Background: an optimization exercise with open tools, aiming at small area. Do not read the settings as production practice.
Only simulation tests tie the RTL to the original design; equivalence was not proved.
No activity file was given, so power comes from the tool's default toggle rates.

## build 8
## MAC
module MAC
    (
    input                                   clk     ,
    input                                   rst_n   ,
    output                                  MACMUX_Val,
    output reg [4    -1 : 0] MACMUX_Addr,
    output reg[ 32            -1 : 0] MACMUX_Psum,
    input                                   MUXMAC_Rdy,
    output                                  MACMUX_Empty,
    output                                  MACARB_ReqHelp,
    input                                   ARBMAC_Rst,
    input [ 2                       -1 : 0] PEBMAC_WeiCol,
    input [(
(8192*4*16*16/32) <= (1<<0) ? 0 : (8192*4*16*16/32) <= (1<<1) ? 1 :
(8192*4*16*16/32) <= (1<<2) ? 2 : (8192*4*16*16/32) <= (1<<3) ? 3 :
(8192*4*16*16/32) <= (1<<4) ? 4 : (8192*4*16*16/32) <= (1<<5) ? 5 :
(8192*4*16*16/32) <= (1<<6) ? 6 : (8192*4*16*16/32) <= (1<<7) ? 7 :
(8192*4*16*16/32) <= (1<<8) ? 8 : (8192*4*16*16/32) <= (1<<9) ? 9 :
(8192*4*16*16/32) <= (1<<10) ? 10 : (8192*4*16*16/32) <= (1<<11) ? 11 :
(8192*4*16*16/32) <= (1<<12) ? 12 : (8192*4*16*16/32) <= (1<<13) ? 13 :
(8192*4*16*16/32) <= (1<<14) ? 14 : (8192*4*16*16/32) <= (1<<15) ? 15 :
(8192*4*16*16/32) <= (1<<16) ? 16 : (8192*4*16*16/32) <= (1<<17) ? 17 :
(8192*4*16*16/32) <= (1<<18) ? 18 : (8192*4*16*16/32) <= (1<<19) ? 19 :
(8192*4*16*16/32) <= (1<<20) ? 20 : (8192*4*16*16/32) <= (1<<21) ? 21 :
(8192*4*16*16/32) <= (1<<22) ? 22 : (8192*4*16*16/32) <= (1<<23) ? 23 :
(8192*4*16*16/32) <= (1<<24) ? 24 : (8192*4*16*16/32) <= (1<<25) ? 25 :
(8192*4*16*16/32) <= (1<<26) ? 26 : (8192*4*16*16/32) <= (1<<27) ? 27 :
(8192*4*16*16/32) <= (1<<28) ? 28 : (8192*4*16*16/32) <= (1<<29) ? 29 :
(8192*4*16*16/32) <= (1<<30) ? 30 : (8192*4*16*16/32) <= (1<<31) ? 31 : 32)                        -1 : 0] AddrRowFlgAct,
    input [ (
(8192*4*16*16) <= (1<<0) ? 0 : (8192*4*16*16) <= (1<<1) ? 1 :
(8192*4*16*16) <= (1<<2) ? 2 : (8192*4*16*16) <= (1<<3) ? 3 :
  ...
export LEC_CHECK = 0
export ABC_AREA = 1
export CAP_MARGIN = 20
export CORE_MARGIN = 2
export CORE_UTILIZATION = 60
export CTS_BUF_LIST = sky130_fd_sc_hd__clkbuf_8
export PLACE_DENSITY = 0.75
export SLEW_MARGIN = 20
export SYNTH_HIERARCHICAL = 1
export SYNTH_MINIMUM_KEEP_SIZE = 0
create_clock -name core_clock -period 9.0 [get_ports {clk}]
standard.sh (not shown) runs the stock make flow with config.mk's settings and CLKGATE_MAP_FILE= SYNTH_SCRIPT=/design/flow/synth_recipe.tcl, a recipe that flattens the netlist after the stock synthesis.
==> flow/flow/run.sh <==
#!/bin/bash
# Layout flow: the standard flow (standard.sh), with two changes.
# 1. After the standard synthesis, the combinational logic of the netlist is
#    mapped again by ABC for area (amap). Registers, full and half adders and
#    tie cells are kept as they are (same instances, names and cell types).
#    The new netlist is proven equivalent to the standard one with Yosys
#    (equiv_make / equiv_simple / equiv_induct); if that proof fails the
#    standard netlist is kept.
# 2. Port buffers are buf_1 cells.
# Each tool writes its full output to a log_*.log file in this folder.
set -euo pipefail
export BUFFER_PORTS_ARGS="-buffer_cell sky130_fd_sc_hd__buf_1"
export CTS_ARGS="-sink_clustering_enable -repair_clock_nets -buf_list sky130_fd_sc_hd__clkbuf_8 -dont_use_dummy_load"
YOSYS=$FLOW_HOME/../tools/install/yosys/bin/yosys
R=orfs/results/$FLOW_PLATFORM/MAC/base
LIB=$FLOW_HOME/platforms/$FLOW_PLATFORM/lib/sky130_fd_sc_hd__tt_025C_1v80.lib

bash standard.sh synth > log_1_standard_synth.log 2>&1
cp $R/1_2_yosys.v flow_standard.v

KEEP=$(grep -o 'sky130_fd_sc_hd__\(fa\|ha\|df\|edf\|sdf\|dl\|conb\)[a-z0-9_]*' flow_standard.v | sort -u | tr '\n' ' ')
DONT=$(grep -o 'cell *( *"\?sky130_fd_sc_hd__\(lpflow\|probe\)[a-z0-9_]*' $LIB | sed 's/.*(\s*"\?//' | sort -u | sed 's/^/-dont_use /' | tr '\n' ' ')
printf 'strash\ndch -f\namap\n' > remap.abc
cat > remap.ys <<EOF
read_liberty -ignore_miss_func $LIB
read_verilog flow_standard.v
hierarchy -top $FLOW_TOP
setattr -mod -set keep_hierarchy 1 $KEEP
flatten
opt_clean
abc -liberty $LIB -script remap.abc $DONT
opt_clean -purge
hilomap -singleton -hicell sky130_fd_sc_hd__conb_1 HI -locell sky130_fd_sc_hd__conb_1 LO
insbuf -buf sky130_fd_sc_hd__buf_1 A X
splitnets
opt_clean -purge
stat -liberty $LIB
write_verilog -noattr -noexpr -nohex -nodec -selected flow_remap_all.v
EOF
$YOSYS -l log_2_remap.log -q -s remap.ys > /dev/null 2>&1
awk -v top="$FLOW_TOP" '$1=="module" && $2 ~ "^"top"[ (]*" {on=1} on {print} on && /^endmodule/ {on=0}' flow_remap_all.v > flow_remap.v

cat > equiv.ys <<EOF
read_liberty -ignore_miss_func $LIB
read_verilog flow_standard.v
rename $FLOW_TOP gold
read_verilog flow_remap.v
rename $FLOW_TOP gate
flatten gold gate
async2sync
opt_clean
equiv_make gold gate equiv
equiv_simple -undef
equiv_induct -undef
equiv_status -assert
EOF
if $YOSYS -l log_3_equiv.log -q -s equiv.ys > /dev/null 2>&1; then
  echo "remapped netlist proven equivalent; using it"
  cp flow_remap.v $R/1_2_yosys.v
else
  echo "equivalence proof failed; keeping the standard netlist"
fi
touch $R/1_2_yosys.v
bash standard.sh synth > log_4_synth_odb.log 2>&1
bash standard.sh finish > log_5_finish.log 2>&1
No stage failed in build 8, and the final checks on the layout all came back clean.
--- input diff build 8..build 12 ---
--- a/flow/config.mk
+++ b/flow/config.mk
@@ -10,5 +10,5 @@
 export CORE_MARGIN = 2
-export CORE_UTILIZATION = 60
+export CORE_UTILIZATION = 40
 export CTS_BUF_LIST = sky130_fd_sc_hd__clkbuf_8
-export PLACE_DENSITY = 0.75
+export PLACE_DENSITY = 0.6
 export SLEW_MARGIN = 20
Findings:
Build 12 completed; timing, DRC and antenna clean
Final standard cell area without fillers: build 12 vs build 8 up 1.0%
Build 12 vs build 8 on clock power: build 12 is the higher one.
Going from build 8 to build 12, worst setup slack grows by 47 ps.
Of build 12 and build 8, it is build 12 that has the higher data required time of the critical path.
Critical path's largest stage delay: build 12 > build 8
> inputs changed (build 12 -> build 74)
--- a/flow/flow/run.sh
+++ b/flow/flow/run.sh
@@ -12,3 +12,3 @@
 export BUFFER_PORTS_ARGS="-buffer_cell sky130_fd_sc_hd__buf_1"
-export CTS_ARGS="-sink_clustering_enable -repair_clock_nets -buf_list sky130_fd_sc_hd__clkbuf_8 -dont_use_dummy_load"
+export CTS_ARGS="-sink_clustering_enable -repair_clock_nets -buf_list {sky130_fd_sc_hd__clkbuf_4 sky130_fd_sc_hd__clkbuf_8} -dont_use_dummy_load"
 YOSYS=$FLOW_HOME/../tools/install/yosys/bin/yosys
==> summary.txt <==
From build 12 to build 74, total inserted antenna cells did not move at all.
Largest voltage drop on the vdd net across build 74 and build 12: no real change.
As far as sequential share of layout area goes, build 12 and build 74 are indistinguishable; the numbers are identical.

MAC, a different RTL version from the one above (not shown whole).
For scale: about 1300 cells after synthesis, roughly 260 I/O pins, ~12000 µm² of cells after synthesis.
export LEC_CHECK = 0
export ABC_AREA = 1
export CAP_MARGIN = 20
export CORE_MARGIN = 2
export CORE_UTILIZATION = 40
export CTS_BUF_LIST = sky130_fd_sc_hd__clkbuf_8
export PLACE_DENSITY = 0.7
export SLEW_MARGIN = 20
export SYNTH_HIERARCHICAL = 1
export SYNTH_MINIMUM_KEEP_SIZE = 0
create_clock -name core_clock -period 9.0 [get_ports {clk}]
==> flow/flow/run.sh <==
#!/bin/bash
# Layout flow: the standard flow (standard.sh), with two changes.
# 1. After the standard synthesis, the combinational logic of the netlist is
#    mapped again by ABC for area (amap, twice). Registers, full and half adders and
#    tie cells are kept as they are (same instances, names and cell types).
#    The new netlist is proven equivalent to the standard one with Yosys
#    (equiv_make / equiv_simple / equiv_induct); if that proof fails the
#    standard netlist is kept.
# 2. Port buffers are buf_1 cells; clock tree: clkbuf_8, no dummy loads;
#    after synthesis the buffers buf_4 and larger are not used (smaller
#    buffers instead), on top of the platform's own dont-use list.
# Each tool writes its full output to a log_*.log file in this folder.
set -euo pipefail
export BUFFER_PORTS_ARGS="-buffer_cell sky130_fd_sc_hd__buf_1"
export CTS_ARGS="-sink_clustering_enable -repair_clock_nets -buf_list sky130_fd_sc_hd__clkbuf_8 -dont_use_dummy_load"
YOSYS=$FLOW_HOME/../tools/install/yosys/bin/yosys
R=orfs/results/$FLOW_PLATFORM/MAC/base
LIB=$FLOW_HOME/platforms/$FLOW_PLATFORM/lib/sky130_fd_sc_hd__tt_025C_1v80.lib

bash standard.sh synth > log_1_standard_synth.log 2>&1
cp $R/1_2_yosys.v flow_standard.v

KEEP=$(grep -o 'sky130_fd_sc_hd__\(fa\|ha\|df\|edf\|sdf\|dl\|conb\)[a-z0-9_]*' flow_standard.v | sort -u | tr '\n' ' ')
DONT=$(grep -o 'cell *( *"\?sky130_fd_sc_hd__\(lpflow\|probe\)[a-z0-9_]*' $LIB | sed 's/.*(\s*"\?//' | sort -u | sed 's/^/-dont_use /' | tr '\n' ' ')
printf 'strash\ndch -f\namap\nstrash\ndch -f\namap\n' > remap.abc
cat > remap.ys <<EOF
read_liberty -ignore_miss_func $LIB
read_verilog flow_standard.v
hierarchy -top $FLOW_TOP
setattr -mod -set keep_hierarchy 1 $KEEP
flatten
opt_clean
abc -liberty $LIB -script remap.abc $DONT
opt_clean -purge
hilomap -singleton -hicell sky130_fd_sc_hd__conb_1 HI -locell sky130_fd_sc_hd__conb_1 LO
insbuf -buf sky130_fd_sc_hd__buf_1 A X
splitnets
opt_clean -purge
stat -liberty $LIB
write_verilog -noattr -noexpr -nohex -nodec -selected flow_remap_all.v
EOF
$YOSYS -l log_2_remap.log -q -s remap.ys > /dev/null 2>&1
awk -v top="$FLOW_TOP" '$1=="module" && $2 ~ "^"top"[ (]*" {on=1} on {print} on && /^endmodule/ {on=0}' flow_remap_all.v > flow_remap.v

cat > equiv.ys <<EOF
read_liberty -ignore_miss_func $LIB
read_verilog flow_standard.v
rename $FLOW_TOP gold
read_verilog flow_remap.v
rename $FLOW_TOP gate
flatten gold gate
async2sync
opt_clean
equiv_make gold gate equiv
equiv_simple -undef
equiv_induct -undef
equiv_status -assert
EOF
if $YOSYS -l log_3_equiv.log -q -s equiv.ys > /dev/null 2>&1; then
  echo "remapped netlist proven equivalent; using it"
  cp flow_remap.v $R/1_2_yosys.v
else
  echo "equivalence proof failed; keeping the standard netlist"
fi
touch $R/1_2_yosys.v
bash standard.sh synth > log_4_synth_odb.log 2>&1
PLAT_DONT=$(sed -n '/^export DONT_USE_CELLS/,/^#/p' $FLOW_HOME/platforms/$FLOW_PLATFORM/config.mk | grep -o 'sky130_fd_sc_hd__[a-z0-9_]*' | tr '\n' ' ')
MORE="sky130_fd_sc_hd__buf_4 sky130_fd_sc_hd__buf_6 sky130_fd_sc_hd__buf_8 sky130_fd_sc_hd__buf_12 sky130_fd_sc_hd__buf_16 sky130_fd_sc_hd__bufbuf_8 sky130_fd_sc_hd__bufbuf_16"
bash standard.sh "DONT_USE_CELLS=$PLAT_DONT $MORE" finish > log_5_finish.log 2>&1
Rerun with:
--- a/flow/config.mk
+++ b/flow/config.mk
@@ -13 +13 @@
-export PLACE_DENSITY = 0.7
+export PLACE_DENSITY = 0.75
=> The new run passed the timing, DRC and antenna checks. Final area stays flat. Power stays flat. Clock-buffer cell count is unchanged. Routed wire length falls by 0.37%. Clock skew falls by 3.2 ps. Die area does not change. Setup slack stays flat. Worst hold slack improved by 8.6 ps. Synthesized area is unchanged.
Rerun with:
--- a/flow/config.mk
+++ b/flow/config.mk
@@ -13 +13 @@
-export PLACE_DENSITY = 0.75
+export PLACE_DENSITY = 0.8
=>
- setup slack is better by 7.9 ps
- die area stays the same
- cell area barely changes
Rerun with:
--- a/flow/config.mk
+++ b/flow/config.mk
@@ -13 +13 @@
-export PLACE_DENSITY = 0.8
+export PLACE_DENSITY = 0.5
After rerunning: The changed run went through all stages and came out clean. Setup slack is worse by 37 ps. Wire length goes down by 1.9%. Count of clock-buffer cells in the layout is unchanged.

## re-timing with driven ports
In the flow no input, the clock included, has a driving cell. The finished layouts below were timed again as built, in two steps.
Step 1, drivers: a clkbuf_16 drives clk and a buf_2 each remaining input, both assumed.
Step 2 moves the port delays by t, midway between the first and last clock arrival at a register: inputs arrive t later, outputs are due t later. That takes back most of the time a late clock gives input paths.
Slacks: ideal / step 1 / step 2; pairs: ideal / step 1.
run | t, ns | slack for setup (ns) | worst hold slack (ns) | worst setup path at the end | worst data-port slew with drivers (ns)
build 8 | 0.504 | 0.400 / 0.416 / -0.088 | 0.463 / 0.463 / 0.463 | input to register | 0.08
build 12 | 0.510 | 0.447 / 0.466 / -0.043 | 0.419 / 0.419 / 0.419 | input to register | 0.08
build 74 | 0.510 | 0.447 / 0.466 / -0.043 | 0.419 / 0.419 / 0.419 | input to register | 0.08
the first run of note 2 | 0.498 | 0.421 / 0.439 / -0.060 | 0.464 / 0.464 / 0.464 | input to register | 0.07
the second run of note 2 | 0.506 | 0.419 / 0.438 / -0.067 | 0.472 / 0.472 / 0.472 | input to register | 0.08
the third run of note 2 | 0.503 | 0.427 / 0.444 / -0.059 | 0.438 / 0.438 / 0.438 | input to register | 0.08
the fourth run of note 2 | 0.498 | 0.390 / 0.413 / -0.085 | 0.453 / 0.453 / 0.453 | input to register | 0.09
With both steps, setup timing fails in every run listed, where it was met with ideal ports.
